This is an optimization exercise on Yosys and OpenROAD, whose aim is a short achievable clock period and few clock cycles, not a production implementation.
Function was checked by simulation only, so behaviour that the tests miss may differ from the original.
Power is estimated from default activity; no workload was simulated.

==> design.v <==
module fetch_decode (
    input  [31:0]  in,
    output [164:0] dec
);
    logic [6:0] op;
    logic [4:0] rd, rs1, rs2;
    logic [2:0] f3;
    logic       f7b5;
    assign op   = in[6:0];
    assign rd   = in[11:7];
    assign f3   = in[14:12];
    assign rs1  = in[19:15];
    assign rs2  = in[24:20];
    assign f7b5 = in[30];
    logic is_lui, is_auipc, is_jal, is_jalr, is_branch, is_load, is_store, is_opimm, is_op, is_alu;
    assign is_lui    = op == 7'b0110111;
    assign is_auipc  = op == 7'b0010111;
    assign is_jal    = op == 7'b1101111;
    assign is_jalr   = op == 7'b1100111;
    assign is_branch = op == 7'b1100011;
    assign is_load   = op == 7'b0000011;
    assign is_store  = op == 7'b0100011;
    assign is_opimm  = op == 7'b0010011;
    assign is_op     = op == 7'b0110011;
    assign is_alu    = is_op | is_opimm;
    logic uses1, uses2;
    assign uses1 = is_jalr | is_branch | is_load | is_store | is_alu;
    assign uses2 = is_branch | is_op;
    logic [31:0] oh1, oh2;
    always_comb
        for (int i = 0; i < 32; i++) begin
            oh1[i] = i != 0 && rs1 == i;
            oh2[i] = i != 0 && rs2 == i;
        end
    logic writes;
    assign writes = (is_lui | is_auipc | is_jal | is_jalr | is_load | is_alu) && rd != 5'd0;
    logic is_sfb;
    assign is_sfb = is_branch && in[31:25] == 7'b0 && in[11:7] == 5'b01000;
    logic [31:0] imm;
    always_comb begin
        if (is_store)
            imm = {{21{in[31]}}, in[30:25], in[11:7]};
        else if (is_branch)
            imm = {{20{in[31]}}, in[7], in[30:25], in[11:8], 1'b0};
        else if (is_lui | is_auipc)
            imm = {in[31:12], 12'b0};
        else if (is_jal)
            imm = {{12{in[31]}}, in[19:12], in[20], in[30:21], 1'b0};
        else
            imm = {{21{in[31]}}, in[30:20]};
    end
    logic is_sub;
    assign is_sub = is_op && f3 == 3'b000 && f7b5;
    assign dec = {
        uses1, uses2, oh1, oh2,
        is_lui, is_auipc, is_jal, is_jalr, is_branch, is_load, is_store,
        writes, is_sfb,
        is_alu && f3 == 3'b001,                                   
        is_alu && f3 == 3'b101,                                   
        is_branch | is_load | is_store | is_alu,                  
        is_branch | is_op,                                        
        is_jal | is_jalr,                                         
        imm, f3,
        is_sub,
        (!is_alu || f3 == 3'b000) && !is_sub,                     
        is_alu && f3 == 3'b010,                                   
        is_alu && f3 == 3'b011,                                   
        f7b5,                                                     
        is_alu && (f3 == 3'b110 || f3 == 3'b111),                 
        is_alu && (f3 == 3'b100 || f3 == 3'b110),                 
        is_alu && (f3 == 3'b100 || f3 == 3'b110),                 
        f3 == 3'b111, f3 == 3'b110, f3 == 3'b101,                 
        f3 == 3'b100, f3 == 3'b001, f3 == 3'b000,                 
        in
    };
endmodule
module riscv_core (
    input  clock,
    input  reset,
    output [31:0] bus_address,
    input  [31:0] bus_read_data,
    output [31:0] bus_write_data,
    output [3:0]  bus_byte_enable,
    output        bus_read_enable,
    output        bus_write_enable,
    input  [31:0] inst,
    output [31:0] pc
);
    localparam [29:0] RESET_PC = 30'h00100000;  
    function automatic logic [31:0] onehot5(input logic [4:0] v);
        onehot5 = 32'b1 << v;
    endfunction
    logic [31:2] pc_f;
    logic [31:0] idx_f;       
    logic [1:0]  btb_ctr [0:31];
    logic [15:2] btb_tgt [0:31];
    logic [31:8] lb_region;
    logic        lb_v   [0:31];
    logic        lb_t   [0:31];
    logic        lb_b   [0:31];   
    logic        lb_a   [0:31];   
    logic        lb_ai  [0:31];   
    logic        lb_nj  [0:31];   
    logic        lb_j   [0:31];   
    logic        lb_bq  [0:31];   
    logic [31:0] lb_inst[0:31];
    logic        valid_d;
    logic        fused_d;     
    logic        fused2_d;    
    logic        pair_d;      
    logic        bne_d;       
    logic [31:0] oh3_d;       
    logic [4:0]  rs3_d;
    logic [31:2] bpc_d;       
    logic [31:0] bimm_d;      
    logic        stall_r;     
    logic [31:0] inst_d;
    logic [31:0] oh1_d, oh2_d;    
    logic [31:0] oh1h_d, oh2h_d;  
    logic [31:2] pc_d, pc4_d;
    logic        pt_d;        
    logic [1:0]  ctr_d;       
    logic [31:2] ptgt_d;      
    logic        valid_x;
    logic [31:0] opa_x, opb_x;    
    logic [31:0] sha_x;           
    logic [4:0]  shl_x, shr_x;    
    logic [31:0] sd_x, rs1v_x, imm_x;
    logic [31:0] c_x;             
    logic        cf_x;            
    logic        cz_x;
    logic        fused_x, fused2_x, bne_x;
    logic        is_sum_x;    
    logic        fs_l_x;      
    logic        fs_x_x, fc_x;   
    logic [31:2] pc_x, pc4_x, pcimm_x, ptgt_x;
    logic        tgt_ok_x;    
    logic        pt_x;
    logic [1:0]  ctr_x;
    logic        is_branch_x, is_jal_x, is_jalr_x, is_load_x, is_store_x, is_sfb_x;
    logic        wr_x;
    logic [4:0]  rd_x;
    logic [2:0]  f3_x;
    logic        op_add_x, op_sll_x, op_sr_x, op_sra_x, op_slt_x, op_sltu_x, sub_x;
    logic [3:0]  lut_x;       
    logic        c_eq_x, c_ne_x, c_lt_x, c_ge_x, c_ltu_x, c_geu_x;
    logic [31:0] res_m;
    logic        wr_m;
    logic [4:0]  rd_m;
    logic        re_m, we_m;
    logic        ld_m_sel;    
    logic [31:0] addr_m;      
    logic [31:0] wdata_m;
    logic [3:0]  be_m;
    logic [2:0]  f3_m;
    logic        mis_m;       
    logic [31:2] jt_m;        
    logic [31:2] tt_m, tn_m;  
    logic        tk_m, jl_m;  
    logic [31:2] tgt_m;
    logic [31:0] regs [1:31];
    logic        rz   [1:31];
    logic [31:0] res_w;
    logic [4:0]  rd_w;
    logic        wr_w;
    logic        upd_v;
    logic [4:0]  upd_idx;
    logic [15:2] upd_tgt;
    logic [1:0]  upd_ctr;
    logic [1:0]  upd_c;       
    logic        upd_j, upd_b, upd_tk;    
    assign pc = {pc_f, 2'b00};
    logic        f_taken;
    logic [31:2] f_tgt;
    logic [1:0]  f_ctr;
    logic [31:2] pc4_f;
    logic [15:2] f_tgtl;
    always_comb begin
        f_ctr  = 2'b00;
        f_tgtl = 14'b0;
        for (int i = 0; i < 32; i++) begin
            f_ctr  = f_ctr  | ({2{idx_f[i]}} & btb_ctr[i]);
            f_tgtl = f_tgtl | ({14{idx_f[i]}} & btb_tgt[i]);
        end
    end
    assign f_taken = f_ctr[1];
    assign f_tgt   = {pc_f[31:16], f_tgtl};
    assign pc4_f   = pc_f + 30'd1;
    logic [31:2] pc8_f;
    assign pc8_f   = pc_f + 30'd2;
    logic [31:0] nidx_f;
    logic [31:0] lb_e;
    assign nidx_f = {idx_f[30:0], idx_f[31]};
    always_comb begin
        lb_e = 32'b0;
        for (int i = 0; i < 32; i++)
            lb_e = lb_e | ({32{nidx_f[i]}} & lb_inst[i]);
    end
    logic [30:0] fz, fz2, fz3;
    logic        in_region_f, fz_f, fz2_f, fz3_f, fuse_f, fuse2_f, fuse3_f;
    logic        lbt_f, t_f;
    always_comb begin
        fz_f  = 1'b0;
        fz2_f = 1'b0;
        fz3_f = 1'b0;
        lbt_f = 1'b0;
        for (int i = 0; i < 31; i++) begin
            fz_f  = fz_f  | (idx_f[i] & fz[i]);
            fz2_f = fz2_f | (idx_f[i] & fz2[i]);
            fz3_f = fz3_f | (idx_f[i] & fz3[i]);
            lbt_f = lbt_f | (idx_f[i] & lb_t[i]);
        end
    end
    assign in_region_f = pc_f[31:8] == lb_region;
    assign t_f         = in_region_f && lbt_f == pc_f[7];
    assign fuse_f      = fz_f && t_f && !f_taken;
    assign fuse2_f     = fz2_f && t_f;
    assign fuse3_f     = fz3_f && t_f;
    logic [4:0]  rs3_f;
    logic        bne_f;
    logic [31:2] bpc_f;
    logic [31:0] bimm_f;
    assign rs3_f  = inst[19:15];
    assign bne_f  = fuse2_f ? lb_e[12] : inst[12];
    assign bpc_f  = fuse2_f || fuse3_f ? pc4_f : pc_f;
    logic sfbz_m, alu_m, addi_m, bq_m, nj_m, j_m;
    assign sfbz_m = inst[6:0] == 7'b1100011 && inst[14:13] == 2'b00 &&
                    inst[24:20] == 5'd0 && inst[31:25] == 7'b0 && inst[11:7] == 5'b01000;
    assign alu_m  = inst[6:0] == 7'b0110011 || inst[6:0] == 7'b0010011;
    assign addi_m = inst[11:7] != 5'd0 &&
                    (inst[14:12] == 3'b000 || inst[14:12] == 3'b100 || inst[14:13] == 2'b11) &&
                    (inst[6:0] == 7'b0010011 ||
                     (inst[6:0] == 7'b0110011 &&
                      (inst[31:25] == 7'b0 || (inst[31:25] == 7'b0100000 && inst[14:12] == 3'b000))));
    assign nj_m   = inst[6:0] != 7'b1100011 && inst[6:0] != 7'b1101111 && inst[6:0] != 7'b1100111;
    assign j_m    = inst[6:0] == 7'b1101111 && inst[11:7] == 5'd0;
    assign bq_m   = inst[6:0] == 7'b1100011 && inst[14:13] == 2'b00 &&
                    !(inst[31:25] == 7'b0 && inst[11:7] == 5'b01000);
    logic [164:0] dec_m, dec_l, dec_f;
    fetch_decode dec_mem (.in(inst), .dec(dec_m));
    fetch_decode dec_buf (.in(lb_e), .dec(dec_l));
    assign dec_f = fuse_f ? dec_l : dec_m;
    logic        uses1_f, uses2_f;
    logic [31:0] oh1_f, oh2_f;
    logic        is_lui_f, is_auipc_f, is_jal_f, is_jalr_f, is_branch_f, is_load_f, is_store_f;
    logic        writes_f, is_sfb_f, is_sll_f, is_sr_f, a_rs1_f, b_rs2_f, link_f;
    logic [31:0] imm_f;
    logic [2:0]  f3_f;
    logic        sub_f, op_add_f, op_slt_f, op_sltu_f, op_sra_f;
    logic [3:1]  lut_f;
    logic [5:0]  cond_f;
    logic [31:0] finst;   
    assign {uses1_f, uses2_f, oh1_f, oh2_f,
            is_lui_f, is_auipc_f, is_jal_f, is_jalr_f, is_branch_f, is_load_f, is_store_f,
            writes_f, is_sfb_f, is_sll_f, is_sr_f, a_rs1_f, b_rs2_f, link_f,
            imm_f, f3_f, sub_f, op_add_f, op_slt_f, op_sltu_f, op_sra_f, lut_f, cond_f,
            finst} = dec_f;
    logic [4:0] rs1_f, rs2_f;
    assign rs1_f = finst[19:15];
    assign rs2_f = finst[24:20];
    assign bimm_f = fuse2_f ? {{20{lb_e[31]}}, lb_e[7], lb_e[30:25], lb_e[11:8], 1'b0} :
                    fuse3_f ? {{12{lb_e[31]}}, lb_e[19:12], lb_e[20], lb_e[30:21], 1'b0} : imm_f;
    logic       is_lui_d, is_auipc_d, is_jal_d, is_jalr_d, is_branch_d, is_load_d, is_store_d;
    logic       writes_d, is_sfb_d, is_sll_d, is_sr_d, a_rs1_d, b_rs2_d, link_d;
    logic [31:0] imm_d;
    logic [2:0] f3_d;
    logic       sub_d, op_add_d, op_slt_d, op_sltu_d, op_sra_d;
    logic [3:1] lut_d;
    logic [5:0] cond_d;    
    logic [4:0] rd_d, rs1_d, rs2_d;
    assign rd_d  = inst_d[11:7];
    assign rs1_d = inst_d[19:15];
    assign rs2_d = inst_d[24:20];
    logic [31:2] pcimm_d;
    assign pcimm_d = bpc_d + bimm_d[31:2];
    logic [31:2] tco_d;
    logic        tok_d;
    assign tco_d = (bpc_d & bimm_d[31:2]) | ((bpc_d ^ bimm_d[31:2]) & ~ptgt_d);
    assign tok_d = (bpc_d ^ bimm_d[31:2] ^ ptgt_d) == {tco_d[30:2], 1'b0};
    logic [31:0] rf1_d, rf2_d;
    logic        rz3_d;
    always_comb begin
        rf1_d = 32'b0;
        rf2_d = 32'b0;
        rz3_d = 1'b0;
        for (int i = 1; i < 32; i++) begin
            rf1_d = rf1_d | ({{16{oh1h_d[i]}}, {16{oh1_d[i]}}} & regs[i]);
            rf2_d = rf2_d | ({{16{oh2h_d[i]}}, {16{oh2_d[i]}}} & regs[i]);
            rz3_d = rz3_d | (oh3_d[i] & rz[i]);
        end
    end
    logic hx1, hx2, hx3, hm1, hm2, hm3, wrx_x;
    assign hx1 = wrx_x && rd_x == rs1_d;
    assign hx2 = wrx_x && rd_x == rs2_d;
    assign hx3 = wrx_x && rd_x == rs3_d;
    assign hm1 = wr_m && rd_m == rs1_d;
    assign hm2 = wr_m && rd_m == rs2_d;
    assign hm3 = wr_m && rd_m == rs3_d;
    logic [31:0] result_x, mres_m;
    logic [31:0] r1_d, r2_d;
    assign r1_d = hx1 ? result_x : hm1 ? mres_m : rf1_d;
    assign r2_d = hx2 ? result_x : hm2 ? mres_m : rf2_d;
    logic [31:0] r3_d;
    logic hw3;
    assign hw3  = wr_w && rd_w == rs3_d;
    assign r3_d = hm3 ? mres_m : res_w;
    logic [31:0] opb_d;
    assign opb_d = b_rs2_d ? r2_d : link_d ? 32'b0 : imm_d;
    logic annul_x;
    logic c0_x;
    assign c0_x    = cf_x ? (fc_x ? res_m : c_x) == 32'b0 : cz_x;
    assign annul_x = fused_x && (bne_x ? !c0_x : c0_x);
    assign wrx_x   = valid_x && wr_x && !annul_x;
    logic [31:0] ld_m;
    logic [31:0] a_x, b_x, s_x;
    assign a_x = opa_x;
    assign b_x = opb_x;
    assign s_x = fs_l_x ? ld_m : fs_x_x ? res_m : sd_x;
    logic [31:0] sum_x, dif_x;
    assign sum_x = a_x + b_x;
    assign dif_x = a_x - b_x;
    logic eq_x, ltu_x, lt_x;
    logic [30:0] cl0, ce0;
    logic [15:0] cl1, ce1;
    logic [7:0]  cl2, ce2;
    logic [3:0]  cl3, ce3;
    logic [1:0]  cl4, ce4;
    logic        cl5, ce5;
    always_comb begin
        cl0 = ~a_x[30:0] & b_x[30:0];
        ce0 = ~(a_x[30:0] ^ b_x[30:0]);
        for (int i = 0; i < 15; i++) begin
            cl1[i] = cl0[2*i+1] | (ce0[2*i+1] & cl0[2*i]);
            ce1[i] = ce0[2*i+1] & ce0[2*i];
        end
        cl1[15] = cl0[30];
        ce1[15] = ce0[30];
        for (int i = 0; i < 8; i++) begin
            cl2[i] = cl1[2*i+1] | (ce1[2*i+1] & cl1[2*i]);
            ce2[i] = ce1[2*i+1] & ce1[2*i];
        end
        for (int i = 0; i < 4; i++) begin
            cl3[i] = cl2[2*i+1] | (ce2[2*i+1] & cl2[2*i]);
            ce3[i] = ce2[2*i+1] & ce2[2*i];
        end
        for (int i = 0; i < 2; i++) begin
            cl4[i] = cl3[2*i+1] | (ce3[2*i+1] & cl3[2*i]);
            ce4[i] = ce3[2*i+1] & ce3[2*i];
        end
        cl5 = cl4[1] | (ce4[1] & cl4[0]);    
        ce5 = ce4[1] & ce4[0];               
    end
    assign eq_x  = ce5 & ~(a_x[31] ^ b_x[31]);
    assign ltu_x = (~a_x[31] & b_x[31]) | (~(a_x[31] ^ b_x[31]) & cl5);
    assign lt_x  = (a_x[31] & ~b_x[31]) | (~(a_x[31] ^ b_x[31]) & cl5);
    logic [31:0] sll_x, sr_x;
    logic [63:0] sr64_x;
    assign sll_x  = sha_x << shl_x;
    assign sr64_x = {{32{op_sra_x & sha_x[31]}}, sha_x} >> shr_x;
    assign sr_x   = sr64_x[31:0];
    logic [31:0] lg_x;
    assign lg_x = ({32{lut_x[3]}} &  a_x &  b_x) | ({32{lut_x[2]}} &  a_x & ~b_x)
                | ({32{lut_x[1]}} & ~a_x &  b_x) | ({32{lut_x[0]}} & ~a_x & ~b_x);
    assign result_x = ({32{op_add_x}} & sum_x)
                    | ({32{sub_x}}    & dif_x)
                    | ({32{op_sll_x}} & sll_x)
                    | ({32{op_sr_x}}  & sr_x)
                    | lg_x
                    | {31'b0, (op_slt_x & lt_x) | (op_sltu_x & ltu_x)};
    logic cond_x;
    logic        feq_x, leq_x;
    assign feq_x = (a_x ^ b_x) == {(a_x[30:0] | b_x[30:0]), 1'b0};
    assign leq_x = lg_x == 32'b0;
    assign cond_x = fused2_x ? (sub_x ? eq_x : is_sum_x ? feq_x : leq_x) ^ bne_x :
                    (c_eq_x & eq_x) | (c_ne_x & ~eq_x) | (c_lt_x & lt_x) | (c_ge_x & ~lt_x)
                  | (c_ltu_x & ltu_x) | (c_geu_x & ~ltu_x);
    logic [31:0] jt_x;
    logic [31:0] j_x;
    assign j_x  = rs1v_x;
    assign jt_x = j_x + imm_x;
    logic        jc2_x;
    logic [29:0] ja_x, jb_x, jk_x, jco_x;
    logic        jok_x;
    assign jc2_x = (j_x[1] & imm_x[1]) | ((j_x[1] ^ imm_x[1]) & j_x[0] & imm_x[0]);
    assign ja_x  = j_x[31:2];
    assign jb_x  = imm_x[31:2];
    assign jk_x  = ptgt_x;
    assign jco_x = (ja_x & jb_x) | ((ja_x ^ jb_x) & ~jk_x);
    assign jok_x = (ja_x ^ jb_x ^ jk_x) == {jco_x[28:0], jc2_x};
    logic redirect_m;
    logic kill_j;
    logic sfb_ok_x, jmis_x, emis_x, redirect_x, kill_d;
    assign sfb_ok_x   = is_sfb_x && valid_d && !pt_d && !pair_d;
    assign jmis_x     = is_jalr_x && !(pt_x && jok_x);
    assign emis_x     = is_jal_x ? !(pt_x && tgt_ok_x) : pt_x && !is_branch_x && !is_jalr_x;
    assign kill_j     = valid_x && jmis_x;
    logic flush_t_x, flush_n_x;
    logic [31:2] tgt_t_x, tgt_n_x;
    assign flush_t_x  = valid_x && (emis_x || (is_branch_x && !sfb_ok_x && !(pt_x && tgt_ok_x)));
    assign flush_n_x  = valid_x && (emis_x || (is_branch_x && !sfb_ok_x && pt_x));
    assign tgt_t_x    = is_branch_x || is_jal_x ? pcimm_x : pc4_x;
    assign tgt_n_x    = is_jal_x ? pcimm_x : pc4_x;
    assign redirect_x = cond_x ? flush_t_x : flush_n_x;
    assign kill_d     = valid_x && sfb_ok_x && cond_x;
    assign redirect_m = mis_m;
    assign tgt_m      = jl_m ? jt_m : tk_m ? tt_m : tn_m;
    assign bus_address      = addr_m;
    assign bus_read_enable  = re_m;
    assign bus_write_enable = we_m;
    assign bus_write_data   = wdata_m;
    assign bus_byte_enable  = be_m;
    logic [31:0] ld_sh_m;
    assign ld_sh_m = bus_read_data >> {res_m[1:0], 3'b000};
    always_comb
        case (f3_m[1:0])
            2'b00:   ld_m = {{24{~f3_m[2] & ld_sh_m[7]}}, ld_sh_m[7:0]};
            2'b01:   ld_m = {{16{~f3_m[2] & ld_sh_m[15]}}, ld_sh_m[15:0]};
            default: ld_m = bus_read_data;
        endcase
    assign mres_m = ld_m_sel ? ld_m : res_m;
    logic stall_next;
    assign stall_next = !stall_r && valid_d && writes_d && !redirect_m &&
                        ((is_load_d &&
                          ((uses1_f && rs1_f == rd_d) || (uses2_f && rs2_f == rd_d) ||
                           (sfbz_m && inst[19:15] == rd_d))) ||
                         (inst[6:0] == 7'b1100111 && inst[19:15] == rd_d));
    logic [31:2] pcn_f;
    logic [31:0] idxn_f;
    assign pcn_f  = redirect_m ? tgt_m : stall_r ? pc_f :
                    f_taken ? f_tgt : fuse_f || fuse2_f || fuse3_f ? pc8_f : pc4_f;
    assign idxn_f = redirect_m ? onehot5(tgt_m[6:2]) : stall_r ? idx_f :
                    f_taken ? onehot5(f_tgtl[6:2]) :
                    fuse_f || fuse2_f || fuse3_f ? {idx_f[29:0], idx_f[31:30]} :
                                                   {idx_f[30:0], idx_f[31]};
    always_ff @(posedge clock or posedge reset)
        if (reset)
            pc_f <= RESET_PC;
        else
            pc_f <= pcn_f;
    always_ff @(posedge clock or posedge reset)
        if (reset)
            idx_f <= onehot5(RESET_PC[4:0]);
        else
            idx_f <= idxn_f;
    always_ff @(posedge clock or posedge reset)
        if (reset) begin
            valid_d <= 1'b0;
            stall_r <= 1'b0;
            valid_x <= 1'b0;
            re_m    <= 1'b0;
            we_m    <= 1'b0;
            wr_m    <= 1'b0;
            mis_m   <= 1'b0;
            upd_v   <= 1'b0;
        end else begin
            if (redirect_m || redirect_x || kill_j)
                valid_d <= 1'b0;
            else if (!stall_r)
                valid_d <= 1'b1;
            stall_r <= stall_next;
            valid_x <= valid_d && !stall_r && !redirect_x && !kill_d && !kill_j;
            re_m    <= valid_x && is_load_x;
            we_m    <= valid_x && is_store_x;
            wr_m    <= wrx_x;
            mis_m   <= redirect_x || kill_j;
            upd_v   <= valid_x && !is_sfb_x &&
                       (is_jal_x || is_branch_x || jmis_x || emis_x);
        end
    always_ff @(posedge clock)
        if (!stall_r) begin
            inst_d <= finst;
            fused_d  <= fuse_f;
            fused2_d <= fuse2_f;
            pair_d   <= fuse_f || fuse2_f || fuse3_f;
            bne_d    <= bne_f;
            oh3_d    <= onehot5(rs3_f) & 32'hFFFFFFFE;
            rs3_d    <= rs3_f;
            bpc_d    <= bpc_f;
            bimm_d   <= bimm_f;
            oh1_d  <= oh1_f;
            oh2_d  <= oh2_f;
            oh1h_d <= oh1_f & {32{uses1_f}};
            oh2h_d <= oh2_f & {32{uses2_f | is_store_f}};
            pc_d   <= pc_f;
            pc4_d  <= fuse2_f || fuse3_f ? pc8_f : pc4_f;
            pt_d   <= f_taken;
            ctr_d  <= f_ctr;
            ptgt_d <= f_tgt;
            is_lui_d    <= is_lui_f;
            is_auipc_d  <= is_auipc_f;
            is_jalr_d   <= is_jalr_f;
            is_branch_d <= is_branch_f || fuse2_f;
            is_jal_d    <= is_jal_f || fuse3_f;
            is_load_d   <= is_load_f;
            is_store_d  <= is_store_f;
            writes_d    <= writes_f;
            is_sfb_d    <= is_sfb_f;
            is_sll_d    <= is_sll_f;
            is_sr_d     <= is_sr_f;
            a_rs1_d     <= a_rs1_f;
            b_rs2_d     <= b_rs2_f;
            link_d      <= link_f;
            imm_d       <= imm_f;
            f3_d        <= f3_f;
            sub_d       <= sub_f;
            op_add_d    <= op_add_f;
            op_slt_d    <= op_slt_f;
            op_sltu_d   <= op_sltu_f;
            op_sra_d    <= op_sra_f;
            lut_d       <= lut_f;
            cond_d      <= cond_f;
        end
    always_ff @(posedge clock) begin
        opa_x   <= a_rs1_d ? r1_d :
                   is_lui_d ? 32'b0 : is_auipc_d ? {pc_d, 2'b00} : {pc4_d, 2'b00};
        opb_x   <= opb_d;
        sha_x   <= is_sll_d | is_sr_d ? r1_d : 32'b0;
        shl_x   <= is_sll_d ? opb_d[4:0] : 5'b0;
        shr_x   <= is_sr_d ? opb_d[4:0] : 5'b0;
        sd_x    <= hm2 ? mres_m : rf2_d;
        rs1v_x  <= hm1 ? mres_m : rf1_d;
        fs_x_x  <= hx2 && !is_load_x;
        fc_x    <= hx3;
        imm_x   <= imm_d;
        fs_l_x  <= hx2 && is_load_x;
        c_x     <= r3_d;
        cf_x    <= hx3 || hm3 || hw3;
        cz_x    <= rz3_d || oh3_d == 32'b0;
        fused_x <= fused_d;
        fused2_x <= fused2_d;
        is_sum_x <= op_add_d;
        bne_x   <= bne_d;
        pc_x    <= pc_d;
        pc4_x   <= pc4_d;
        pcimm_x <= pcimm_d;
        tgt_ok_x <= tok_d;
        pt_x    <= pt_d;
        ctr_x   <= ctr_d;
        ptgt_x  <= ptgt_d;
        is_branch_x <= is_branch_d;
        is_jal_x    <= is_jal_d;
        is_jalr_x   <= is_jalr_d;
        is_load_x   <= is_load_d;
        is_store_x  <= is_store_d;
        is_sfb_x    <= is_sfb_d && !pt_d;
        wr_x    <= writes_d;
        rd_x    <= rd_d;
        f3_x    <= f3_d;
        sub_x     <= sub_d;
        op_add_x  <= op_add_d;
        op_sll_x  <= is_sll_d;
        op_slt_x  <= op_slt_d;
        op_sltu_x <= op_sltu_d;
        op_sr_x   <= is_sr_d;
        op_sra_x  <= op_sra_d;
        lut_x[3]  <= lut_d[3];
        lut_x[2]  <= lut_d[2];
        lut_x[1]  <= lut_d[1];
        lut_x[0]  <= 1'b0;
        c_eq_x  <= cond_d[0];
        c_ne_x  <= cond_d[1];
        c_lt_x  <= cond_d[2];
        c_ge_x  <= cond_d[3];
        c_ltu_x <= cond_d[4];
        c_geu_x <= cond_d[5];
    end
    always_ff @(posedge clock) begin
        res_m  <= result_x;
        rd_m   <= rd_x;
        f3_m   <= f3_x;
        addr_m <= sum_x;
        ld_m_sel <= is_load_x;
        jt_m    <= jt_x[31:2];
        tt_m    <= tgt_t_x;
        tn_m    <= tgt_n_x;
        tk_m    <= cond_x;
        jl_m    <= is_jalr_x;
        case (f3_x[1:0])
            2'b00:   wdata_m <= {4{s_x[7:0]}};
            2'b01:   wdata_m <= {2{s_x[15:0]}};
            default: wdata_m <= s_x;
        endcase
        case (f3_x[1:0])
            2'b00:   be_m <= 4'b0001 << sum_x[1:0];
            2'b01:   be_m <= sum_x[1] ? 4'b1100 : 4'b0011;
            default: be_m <= 4'b1111;
        endcase
    end
    always_ff @(posedge clock)
        if (wr_m)
            regs[rd_m] <= mres_m;
    always_ff @(posedge clock) begin
        res_w <= mres_m;
        rd_w  <= rd_m;
        if (wr_w)
            rz[rd_w] <= res_w == 32'b0;
    end
    always_ff @(posedge clock or posedge reset)
        if (reset)
            wr_w <= 1'b0;
        else
            wr_w <= wr_m;
    always_ff @(posedge clock) begin
        upd_idx <= pc_x[6:2];
        upd_tgt <= is_jalr_x ? jt_x[15:2] : pcimm_x[15:2];
        upd_c   <= ctr_x;
        upd_j   <= is_jal_x || is_jalr_x;
        upd_b   <= is_branch_x;
        upd_tk  <= cond_x;
    end
    always_comb
        if (upd_j)
            upd_ctr = 2'b11;
        else if (!upd_b)
            upd_ctr = 2'b01;
        else if (upd_tk)
            upd_ctr = upd_c == 2'b11 ? 2'b11 : upd_c + 2'd1;
        else
            upd_ctr = upd_c == 2'b00 ? 2'b00 : upd_c - 2'd1;
    always_ff @(posedge clock or posedge reset)
        if (reset) begin
            lb_region <= RESET_PC[29:6];
            for (int i = 0; i < 32; i++) lb_v[i] <= 1'b0;
        end else if (!in_region_f) begin
            lb_region <= pc_f[31:8];
            for (int i = 0; i < 32; i++) lb_v[i] <= 1'b0;
        end else begin
            for (int i = 0; i < 32; i++) if (idx_f[i]) lb_v[i] <= 1'b1;
        end
    always_ff @(posedge clock or posedge reset)
        if (reset) begin
            fz  <= 31'b0;
            fz2 <= 31'b0;
            fz3 <= 31'b0;
        end else if (!in_region_f) begin
            fz  <= 31'b0;
            fz2 <= 31'b0;
            fz3 <= 31'b0;
        end else begin
            for (int i = 0; i < 31; i++)
                if (idx_f[i]) begin
                    fz[i]  <= lb_v[i + 1] && lb_t[i + 1] == pc_f[7] && sfbz_m && lb_a[i + 1];
                    fz2[i] <= lb_v[i + 1] && lb_t[i + 1] == pc_f[7] && addi_m && lb_bq[i + 1] &&
                              ((inst[11:7] == lb_inst[i + 1][19:15] && lb_inst[i + 1][24:20] == 5'd0) ||
                               (inst[11:7] == lb_inst[i + 1][24:20] && lb_inst[i + 1][19:15] == 5'd0));
                    fz3[i] <= lb_v[i + 1] && lb_t[i + 1] == pc_f[7] && nj_m && lb_j[i + 1];
                end else if (idx_f[i + 1]) begin
                    fz[i]  <= lb_v[i] && lb_t[i] == pc_f[7] && lb_b[i] && alu_m;
                    fz2[i] <= lb_v[i] && lb_t[i] == pc_f[7] && lb_ai[i] && bq_m &&
                              ((lb_inst[i][11:7] == inst[19:15] && inst[24:20] == 5'd0) ||
                               (lb_inst[i][11:7] == inst[24:20] && inst[19:15] == 5'd0));
                    fz3[i] <= lb_v[i] && lb_t[i] == pc_f[7] && lb_nj[i] && j_m;
                end
        end
    always_ff @(posedge clock)
        for (int i = 0; i < 32; i++)
            if (idx_f[i]) begin
                lb_inst[i] <= inst;
                lb_t[i]    <= pc_f[7];
                lb_b[i]    <= sfbz_m;
                lb_a[i]    <= alu_m;
                lb_ai[i]   <= addi_m;
                lb_nj[i]   <= nj_m;
                lb_j[i]    <= j_m;
                lb_bq[i]   <= bq_m;
            end
    always_ff @(posedge clock or posedge reset)
        if (reset) begin
            for (int i = 0; i < 32; i++) btb_ctr[i] <= 2'b01;
        end else if (upd_v) begin
            btb_ctr[upd_idx] <= upd_ctr;
        end
    always_ff @(posedge clock)
        if (upd_v)
            btb_tgt[upd_idx] <= upd_tgt;
endmodule
==> flow/run.sh <==
#!/bin/bash
# Standard layout, with timing repair aimed well below the 9 ns clock.
set -euo pipefail
bash standard.sh SETUP_SLACK_MARGIN=6.5 finish > standard_flow.log 2>&1
==> standard.sh <==
#!/bin/bash
# synth_recipe.tcl (not shown) runs the flow's synth.tcl, then flattens the netlist and writes it again
# the make line also repeats each setting of config.mk as NAME=value (left out here)
make -C /OpenROAD-flow-scripts/flow DESIGN_CONFIG=/design/flow/config.mk WORK_HOME=/design/flow/orfs CLKGATE_MAP_FILE= SYNTH_SCRIPT=/design/flow/synth_recipe.tcl "${@:-finish}"
==> config.mk <==
export PLATFORM = sky130hd
export DESIGN_NAME = riscv_core
export DESIGN_NICKNAME = riscv_core
export VERILOG_FILES = /design/flow/design.v
export SDC_FILE = /design/flow/constraint.sdc
export NUM_CORES = 8
export LEC_CHECK = 0
export ABC_CLOCK_PERIOD_IN_PS = 2500
export CAP_MARGIN = 40
export CORE_MARGIN = 2
export CORE_UTILIZATION = 40
export PLACE_DENSITY = 0.5
export SETUP_SLACK_MARGIN = 5
export SLEW_MARGIN = 40
==> constraint.sdc <==
create_clock -name core_clock -period 9.0 [get_ports {clock}]
set_input_delay 1.8000 -clock core_clock [delete_from_list [all_inputs] [get_ports {clock}]]
set_output_delay 1.8000 -clock core_clock [all_outputs]
set_load 0.01 [all_outputs]
==> parameters.txt <==
Parameter                              Value

Final layout
  Area used by multi-input combinational logic ... 72050 um^2
  Nets@finish ... 15580
  Top library cells by usage in the layout, fill and taps aside ... sky130_fd_sc_hd__edfxtp_1 (3090), sky130_fd_sc_hd__buf_4 (989), sky130_fd_sc_hd__a22oi_1 (885)
  Fraction of layout instances using a drive strength above 1 ... 35.90%
  Cell area after layout ... 238600 um^2
  Register area ... 113100 um^2
  Final core utilization ... 54.83%
  Layout Cells excl Fill ... 21380
  Filler instances ... around 35000
  Area added between synthesis and finish ... 36.36%
  Most frequent standard cell in the layout excluding fill and tap cells ... sky130_fd_sc_hd__edfxtp_1

Setup path
  Worst setup path class ... flop to flop
  FF-to-FF End ... pc_f[16]$_DFFE_PP0P_
  Startpoint type of the worst setup path ... flop
  Critical register-to-register path startpoint ... idx_f[20]$_DFFE_PP0P_
  Reg2Reg Depth ... 18
  End point of the critical path ... pc_f[16]$_DFFE_PP0P_
  Slowest CP cell ... sky130_fd_sc_hd__dfrtp_4
  Start point of the critical path ... idx_f[20]$_DFFE_PP0P_
  Cell seen most often among critical-path stages ... sky130_fd_sc_hd__buf_12
  CP Max Fanout ... 6
  Data arrival at the endpoint of the critical path ... a little under 5 ns
  Slowest stage delay, CP ... about 0.53 ns
  Crit path required time ... 9.87 ns
  Type of destination of the critical path ... flop
  Worst Path Buf+Inv ... 8
  Worst-case register-to-register setup slack ... a little over 5 ns
  Cell family contributing the most delay on the critical path ... simple AND/OR/NAND/NOR gates
  Critical path, cell by cell ... buf_12, buf_16, a222oi_1, and4_1, and3b_2, buf_6, o221ai_4, buf_12, and2_4, buf_12, buf_12, inv_16, buf_4, nand2_2, nand2_4, nor2b_4, a31oi_1, a221o_1
  Logic depth of the worst path, buffers included ... 18

Clock network
  Clock latency on the worst-skew pair ... 1.04 ns
  Clock sink count ... ~4000
  Count of H-tree levels built during CTS ... 5
  Inserted Clock Buffers ... about 430
  Buffer cell driving the clock tree root ... sky130_fd_sc_hd__clkbuf_16
  Clock-pin slew on the worst setup and hold paths ... 0.07 ns
  Maximum root-to-sink buffer count ... 4
  TritonCTS clock tree ... yes

Global route
  Global Route met2 Usage ... 59.51%
  Total routing usage reported by global routing ... around two fifths
  Grt met3 use ... 11.43%
  Pin count of the biggest net entering global routing ... 106
  Global-route wire length before repair ... 1216000 um
  Antenna violations before repair ... 50
  Vias in the first global route ... approximately 140k
  Most congested layer reported by global routing ... met2
  Total congestion overflow after global routing ... 0
  Met1 capacity usage during global routing ... 50.80%

Detailed routing
  DR vias/cell ... 6.819
  Average wire per cell in the routed design ... 43.58 um
  Total routed wirelength ... 932000 um
  First-iteration detailed-routing DRC count ... 25360
  Post-route DRC ... 0
  Final ANT Viol Nets ... 0
  First-pass iteration count of the detailed router ... 13
  Routed via count ... 145800

Place
  Inst Count DP ... roughly 19000
  Detailed placement HPWL ... 509600 um
  Final RePlAce weighted congestion ... 0.9762
  IO Port Bufs ... 165
  Cell Area, Placed ... 184900 um^2

Logic synthesis
  Share of the synthesized area in the top cell type ... 53.04%
  Fraction of the yosys area taken by sequential cells ... around 64%
  Number of distinct library cells after synthesis ... 107
  Top cells by area in the synthesized netlist ... sky130_fd_sc_hd__edfxtp_1 (53%), sky130_fd_sc_hd__dfxtp_1 (7.2%), sky130_fd_sc_hd__a22oi_1 (4.3%)
  Most used flip-flop cell after synthesis ... sky130_fd_sc_hd__edfxtp_1
  Top cell type by total area after synthesis ... sky130_fd_sc_hd__edfxtp_1
  Number of warnings issued by yosys ... 12
  Asr flop ratio synth ... 7.091%
  Synth Area per Inst ... 13.11 um^2
  Number of register bits inferred by synthesis ... 4005
  Number of flops mapped to enable cells by yosys ... 3090
  Gate count of the mapped netlist ... 13350
  Post-Synthesis Cell Area ... between 150000 and 200000 um^2

Die
  Starting Density ... 40.21%
  Die extent in x ... 665.3 um
  Full die area ... 442700 um^2
  Row count ... 242
  Area of the core ... 435100 um^2
  Die H ... 665.3 um
  IO Count ... approximately 170

Flow run
  Number of max-capacitance violations reported ... 0

Run status
  Run status ... finished clean

STA
  Post-route clock skew ... 0.07749 ns
  Highest clock rate ... 252.9 MHz
  Setup repair after global routing missed its margin ... true
  Final number of hold-violating endpoints ... 0
  Number of setup violations in the final report ... 0
  Remaining max-slew budget at the tightest pin ... 5.607%
  Worst Tran Pin Value ... roughly 1.4 ns
  Tcrit/Tclk final ... 43.94%
  Shortest clock period the worst path allows after layout ... around 4.0 ns
  Number of pins exceeding their max-slew limit in the final report ... 0
  Sum Neg Setup Slack ... 0 ns

Hold path
  Number of cells on the worst hold path ... 0
  Class of the most critical hold timing path ... flop to flop

Power
  Peak supply drop ... 312.4 uV
  Standby leakage power ... 84.60 nW
  Total design power ... between 70 and 80 mW
  Total power per unit cell area ... 310.6 nW/um^2
## worst min-delay path by stage
stage                           from                 end  slack, ns
floorplan            f3_x[2]$_DFF_P_     f3_m[2]$_DFF_P_       0.31
global placement    ctr_x[0]$_DFF_P_    upd_c[0]$_DFF_P_       0.31
detailed placement   pc_x[4]$_DFF_P_  upd_idx[4]$_DFF_P_       0.31
CTS                 ctr_x[0]$_DFF_P_    upd_c[0]$_DFF_P_       0.33
global route        ctr_x[0]$_DFF_P_    upd_c[0]$_DFF_P_       0.34
finish              ctr_x[0]$_DFF_P_    upd_c[0]$_DFF_P_       0.32
## where the power goes
part | switching, mW | internal [mW]
registers | 2.18 | 23.3
clock network | 7.91 | 9.99
logic | 18.5 | 12.2
total | 28.6 | 45.5
## state kept, by name, indices dropped and copies added (netlist names), 64 cells and up
| signal | flops |
|---|---|
| btb_ctr | 64 |
| btb_tgt | 448 |
| lb_inst | 1024 |
| regs | 992 |
## worst register-to-register path, cell delays in order, from the launching register on
cell                       delay (ns)
sky130_fd_sc_hd__dfrtp_4         0.53
sky130_fd_sc_hd__buf_12          0.16
sky130_fd_sc_hd__buf_16          0.13
sky130_fd_sc_hd__a222oi_1        0.45
sky130_fd_sc_hd__and4_1          0.32
sky130_fd_sc_hd__and3b_2         0.37
sky130_fd_sc_hd__buf_6           0.16
sky130_fd_sc_hd__o221ai_4        0.12
sky130_fd_sc_hd__buf_12          0.18
sky130_fd_sc_hd__and2_4          0.18
sky130_fd_sc_hd__buf_12          0.14
sky130_fd_sc_hd__buf_12          0.13
sky130_fd_sc_hd__inv_16          0.08
sky130_fd_sc_hd__buf_4           0.11
sky130_fd_sc_hd__nand2_2         0.05
sky130_fd_sc_hd__nand2_4         0.10
sky130_fd_sc_hd__nor2b_4         0.13
sky130_fd_sc_hd__a31oi_1         0.09
sky130_fd_sc_hd__a221o_1         0.36
## cell usage after synthesis (318+ instances only)
cell type and number:
sky130_fd_sc_hd__a21oi_1 426, sky130_fd_sc_hd__a221oi_1 428, sky130_fd_sc_hd__a22o_1 396, sky130_fd_sc_hd__a22oi_1 991, sky130_fd_sc_hd__clkbuf_1 719, sky130_fd_sc_hd__dfxtp_1 631, sky130_fd_sc_hd__edfxtp_1 3090, sky130_fd_sc_hd__nand2_1 489
sky130_fd_sc_hd__nand3_1 381, sky130_fd_sc_hd__nand4_1 394, sky130_fd_sc_hd__nor2_1 962, sky130_fd_sc_hd__o21ai_0 318, sky130_fd_sc_hd__xnor2_1 605, sky130_fd_sc_hd__xor2_1 388
## layout make-up
cell class	instances	area share, %
clock inverters	221	0.8282
inverters	320	0.5859
repair buffers	2409	12.90
multi-input cells	8086	30.20
repair inverters	8	0.04983
clock buffers	581	4.997
well taps	5734	3.007
diodes	20	0.02098
flip-flops and latches	4005	47.41
## logic make-up (layout without fill, tap and decap cells)
kind of cell / Yosys count / count (layout) / share of synthesized area [%]
other: 1 / 22 / 0.002144
AOI/OAI and AO/OA: 3275 / 3275 / 13.92
DFF: 4005 / 4005 / 64.35
and+or+nand+nor: 3053 / 3062 / 8.669
muxes: 484 / 506 / 3.172
xor gates and xnor gates: 993 / 993 / 4.971
adders and majority gates: 248 / 248 / 2.036
buffers and inverters: 1286 / 3539 / 2.879
## stage by stage
step           hold WS, ns  setup slack [ns]
4_1_cts             0.3278             5.191
5_1_grt             0.3435             5.032
3_3_place_gp        0.3132             2.528
3_5_place_dp        0.3135             2.608
6_report            0.3249             5.046
2_1_floorplan       0.3096             3.465
## what timing repair did
action / CTS / global route
gates cloned: 199 / 37
pin swaps: 939 / 597
buffers inserted: 1190 / 389
gates resized for setup: 4214 / 1127
setup endpoints to repair: 3249 / 2336
hold buffers: 0 / 0
## metal layers
metal / vias to the layer above / wire length, um
met5: - / 412
met4: 26 / 86550
met3: 3474 / 119800
met2: 12620 / 394800
met1: 73810 / 330400
li1: 55890 / -
Testbench counts, summed over its fixed seeds: cycles 116,679.

[afterwards: timing with drivers on the ports]
The results above use ideal ports. As a check the final layout listed here was re-extracted and re-timed, cells and wires unchanged.
Step 1 sets driving cells, clkbuf_16 on the clock port and buf_2 on the other inputs (assumed; they add their load-dependent delay and slew).
Step 2, shift: input delay + t, output delay - t, t = (earliest + latest rising clock arrival at the registers) / 2. This alone moves slack from input paths to output paths.
Slacks: ideal ports / drivers / drivers and shift; pairs: ideal ports / drivers.
t (ns): 1.128
setup WS [ns]: 5.046 / 5.046 / 4.383
worst setup path at the end: input to register
clock arrival spread, ns: 0.078 / 0.078
pins driven straight from the clock port: 1
After both steps setup and hold are still met in this run. The setup slack of this run moves by 0.000 ns with the drivers and by -0.663 ns with both steps.
